Source: an optimization exercise on an open RTL-to-GDS flow (aim: small area and a short achievable clock period). Production flows keep margins and buffers that such runs may drop. Power figures rest on the tool's default switching activity, not on a simulated workload.

==> v22 <==
## QE_M
module QE_M (clk, reset, in_a, in_b, in_c, in_x, mode, valid_in, last_input, valid_out, result);
input wire clk, reset, mode;
input wire [7:0] in_a;
input wire [7:0] in_b;
input wire [7:0] in_c;
input wire [7:0] in_x;
input wire valid_in, last_input;
output reg valid_out;
output wire [15:0] result;
reg T1a14, T1a13, T1b13, T1c13, T1a12, T1b12, T1c12, T1a11, T1b11, T1c11, T1a10, T1b10, T1c10, T1a9, T1b9, T1c9, T1a8, T1b8, T1c8, T1a7, T1b7, T1c7, T1a6, T1b6, T1c6, T1a5, T1b5, T1c5, T1a4, T1b4, T1c4, T1a3, T1b3, T1c3, T1a2, T1b2, T1c2, T1a1, T1b1, T1c1, T1a0, T1b0;
reg [7:0]  X1, C1;
reg        m1, f1;
reg [15:0] R;
reg [3:0]  bo, bt, bn;   
reg        x7;
reg [7:0]  C2;
reg        keep2;
reg S3a15, S3b15, S3a14, S3b14, S3a13, S3b13, S3a12, S3b12, S3a11, S3b11, S3a10, S3b10, S3a9, S3b9, S3a8, S3b8, S3a7, S3b7, S3a6, S3b6, S3a5, S3b5, S3a4, S3b4, S3a3, S3b3, S3a2, S3b2, S3a1, S3b1, S3a0, S3b0;
reg [15:0] Y;
reg        q1, q2, q3;   
reg        lastd;        
wire [15:0] S3a = {S3a15, S3a14, S3a13, S3a12, S3a11, S3a10, S3a9, S3a8, S3a7, S3a6, S3a5, S3a4, S3a3, S3a2, S3a1, S3a0};
wire [15:0] S3b = {S3b15, S3b14, S3b13, S3b12, S3b11, S3b10, S3b9, S3b8, S3b7, S3b6, S3b5, S3b4, S3b3, S3b2, S3b1, S3b0};
wire [15:0] S3s;
wire [15:0] td_cp_p, td_cp_g, td_cp_c;
qe_x2 td_cp_px0 (.a(S3a[0]), .b(S3b[0]), .y(td_cp_p[0]));
assign td_cp_g[0] = ~(S3a[0] | S3b[0]);
qe_x2 td_cp_px1 (.a(S3a[1]), .b(S3b[1]), .y(td_cp_p[1]));
assign td_cp_g[1] = ~(S3a[1] | S3b[1]);
qe_x2 td_cp_px2 (.a(S3a[2]), .b(S3b[2]), .y(td_cp_p[2]));
assign td_cp_g[2] = ~(S3a[2] | S3b[2]);
qe_x2 td_cp_px3 (.a(S3a[3]), .b(S3b[3]), .y(td_cp_p[3]));
assign td_cp_g[3] = ~(S3a[3] | S3b[3]);
qe_x2 td_cp_px4 (.a(S3a[4]), .b(S3b[4]), .y(td_cp_p[4]));
assign td_cp_g[4] = ~(S3a[4] | S3b[4]);
qe_x2 td_cp_px5 (.a(S3a[5]), .b(S3b[5]), .y(td_cp_p[5]));
assign td_cp_g[5] = ~(S3a[5] | S3b[5]);
  ...
Settings: LEC_CHECK=0, CAP_MARGIN=20, CORE_MARGIN=2, CORE_UTILIZATION=40, CTS_BUF_LIST=sky130_fd_sc_hd__clkbuf_8, SETUP_SLACK_MARGIN=4, SLEW_MARGIN=20, SYNTH_HIERARCHICAL=1; clock period 6.5 ns.
standard.sh (not shown) runs the stock make flow with config.mk's settings and CLKGATE_MAP_FILE= SYNTH_SCRIPT=/design/flow/synth_recipe.tcl, a recipe that flattens the netlist after the stock synthesis.
==> flow/flow/run.sh <==
#!/bin/bash
# The standard layout, with buf_2 cells as the port buffers.
bash standard.sh "BUFFER_PORTS_ARGS=-buffer_cell sky130_fd_sc_hd__buf_2" finish > standard.log 2>&1
==> v10 (differences from v22) <==
Settings changed: CORE_UTILIZATION 40 to 30.
==> comparison <==
Of v22 and v10, v22 has the higher core utilization (gap 10 points).
Against v22, the first-iteration DRC count of v10 is lower by about 10%.
Worst hold slack: v22 is lower than v10 (2.7 ps).
Against v10, the final cell count of v22 is lower by 8.1%.
Between v22 and v10, the lower wire length is in v22 (gap about 5%, measured against v10).
In sequential cell count, v22 and v10 do not differ.
Of v22 and v10, v22 has the higher maximum frequency (gap about 0.3%, measured against v10).
In sequential power, v22 and v10 hardly differ.
Clock skew is about the same in v10 and v22.
No run of this note included a check of the RTL's function; only the layout flow was run.


==> inputs of job 6555 <==
QE_M, a different RTL version from the one above (not shown whole).
clock: 6.5 ns
lec_check: 0
cap_margin: 20
core_margin: 2
core_utilization: 40
cts_buf_list: sky130_fd_sc_hd__clkbuf_8
setup_slack_margin: 4
slew_margin: 20
synth_hierarchical: 1
Scripts as last shown in full above: flow/flow/run.sh
==> job 7573: changes against job 6555 <==
--- a/flow/design.v
+++ b/flow/design.v
@@ -135,11 +135,11 @@
 qe_x2 td_cp_sx11 (.a(td_cp_p[11]), .b(td_cp_c[11]), .y(S3s[11]));
 qe_x2 td_cp_sx12 (.a(td_cp_p[12]), .b(td_cp_c[12]), .y(S3s[12]));
 qe_x2 td_cp_sx13 (.a(td_cp_p[13]), .b(td_cp_c[13]), .y(S3s[13]));
 qe_x2 td_cp_sx14 (.a(td_cp_p[14]), .b(td_cp_c[14]), .y(S3s[14]));
 qe_x2 td_cp_sx15 (.a(td_cp_p[15]), .b(td_cp_c[15]), .y(S3s[15]));
-wire [7:0] bg = ~(in_b & {8{~mode}});
+wire [7:0] bg = ~(in_b & {8{~m1}});
 wire pa_0_0, pa_0_1, pa_0_2, pa_0_3, pa_0_4, pa_0_5, pa_0_6, pa_0_7;
 wire pa_1_0, pa_1_1, pa_1_2, pa_1_3, pa_1_4, pa_1_5, pa_1_6, pa_1_7;
 wire pa_2_0, pa_2_1, pa_2_2, pa_2_3, pa_2_4, pa_2_5, pa_2_6, pa_2_7;
 wire pa_3_0, pa_3_1, pa_3_2, pa_3_3, pa_3_4, pa_3_5, pa_3_6, pa_3_7;
 wire pa_4_0, pa_4_1, pa_4_2, pa_4_3, pa_4_4, pa_4_5, pa_4_6, pa_4_7;
==> flow_summary.toml <==
[yosys]
syn-cell-area_mm2 = 0.00845
syn_avg_cell_area_um2 = 9.88

[status]
status = "timing/DRC/antenna clean"

[cts]
ctsResizeCount = 4

[pwr]
p_comb_frac = 0.509
seqPwrFrac = 0.337

[cells_and_area]
area_delta_synth_final_pct = 13.8
buffer_area_frac = 0.0390

[setup_path]
crit_required_ps = 6830
The numbers above come from job 7573.

==> flow_summary.toml <==
[status]
status = "timing/DRC/antenna clean"

[yosys]
synth-simple-area-share = 0.115
syn-cell-area_mm2 = 0.00845
syn_avg_cell_area_um2 = 9.87

[pwr]
seqPwrFrac = 0.341
p_comb_frac = 0.511
p_clk_uw = 672

[cells_and_area]
regArea_mm2 = 0.00314
buffer_area_frac = 0.0362
multi_input_area_mm2 = 0.00528
area_delta_synth_final_pct = 12.9

[global_route]
busiest_layer = "met2"

[drt]
wl_per_cell_um = 13.6
drt_wl_total_mm = 16.1

[cts]
post_cts_buffers = 4
ctsResizeCount = 5

[setup_path]
crit_required_ps = 6880
max_stage_delay_ps = 390
critPathLaunchType = "register"
The numbers above come from job 6555.

No run of this note included a check of the RTL's function; only the layout flow was run.

afterwards: timing with drivers on the ports:
The flow's constraints put no driver on any port. The routed layouts listed below were extracted and timed again, unchanged, in two steps. Step 1 assumes that a clkbuf_16 drives the clock port and a buf_2 every other input. Step 2 times the ports against the registers' clock, not the clock port: input delays grow and output delays shrink by t, the midpoint of the rising clock arrivals with the driver on. a / b / c = ideal / step 1 / step 2; a / b = the first two.
| run | t (ns) | setup slack, ns | worst slew at a driven data input, ns |
|---|---|---|---|
| v22 | 0.479 | 4.087 / 4.087 / 3.681 | 0.03 |
| v10 | 0.477 | 4.080 / 4.080 / 3.674 | 0.05 |
| job 6555 | 0.477 | 4.084 / 4.084 / 3.686 | 0.04 |
| job 7573 | 0.492 | 4.071 / 4.071 / 3.676 | 0.04 |
After both steps every run listed still meets setup and hold.
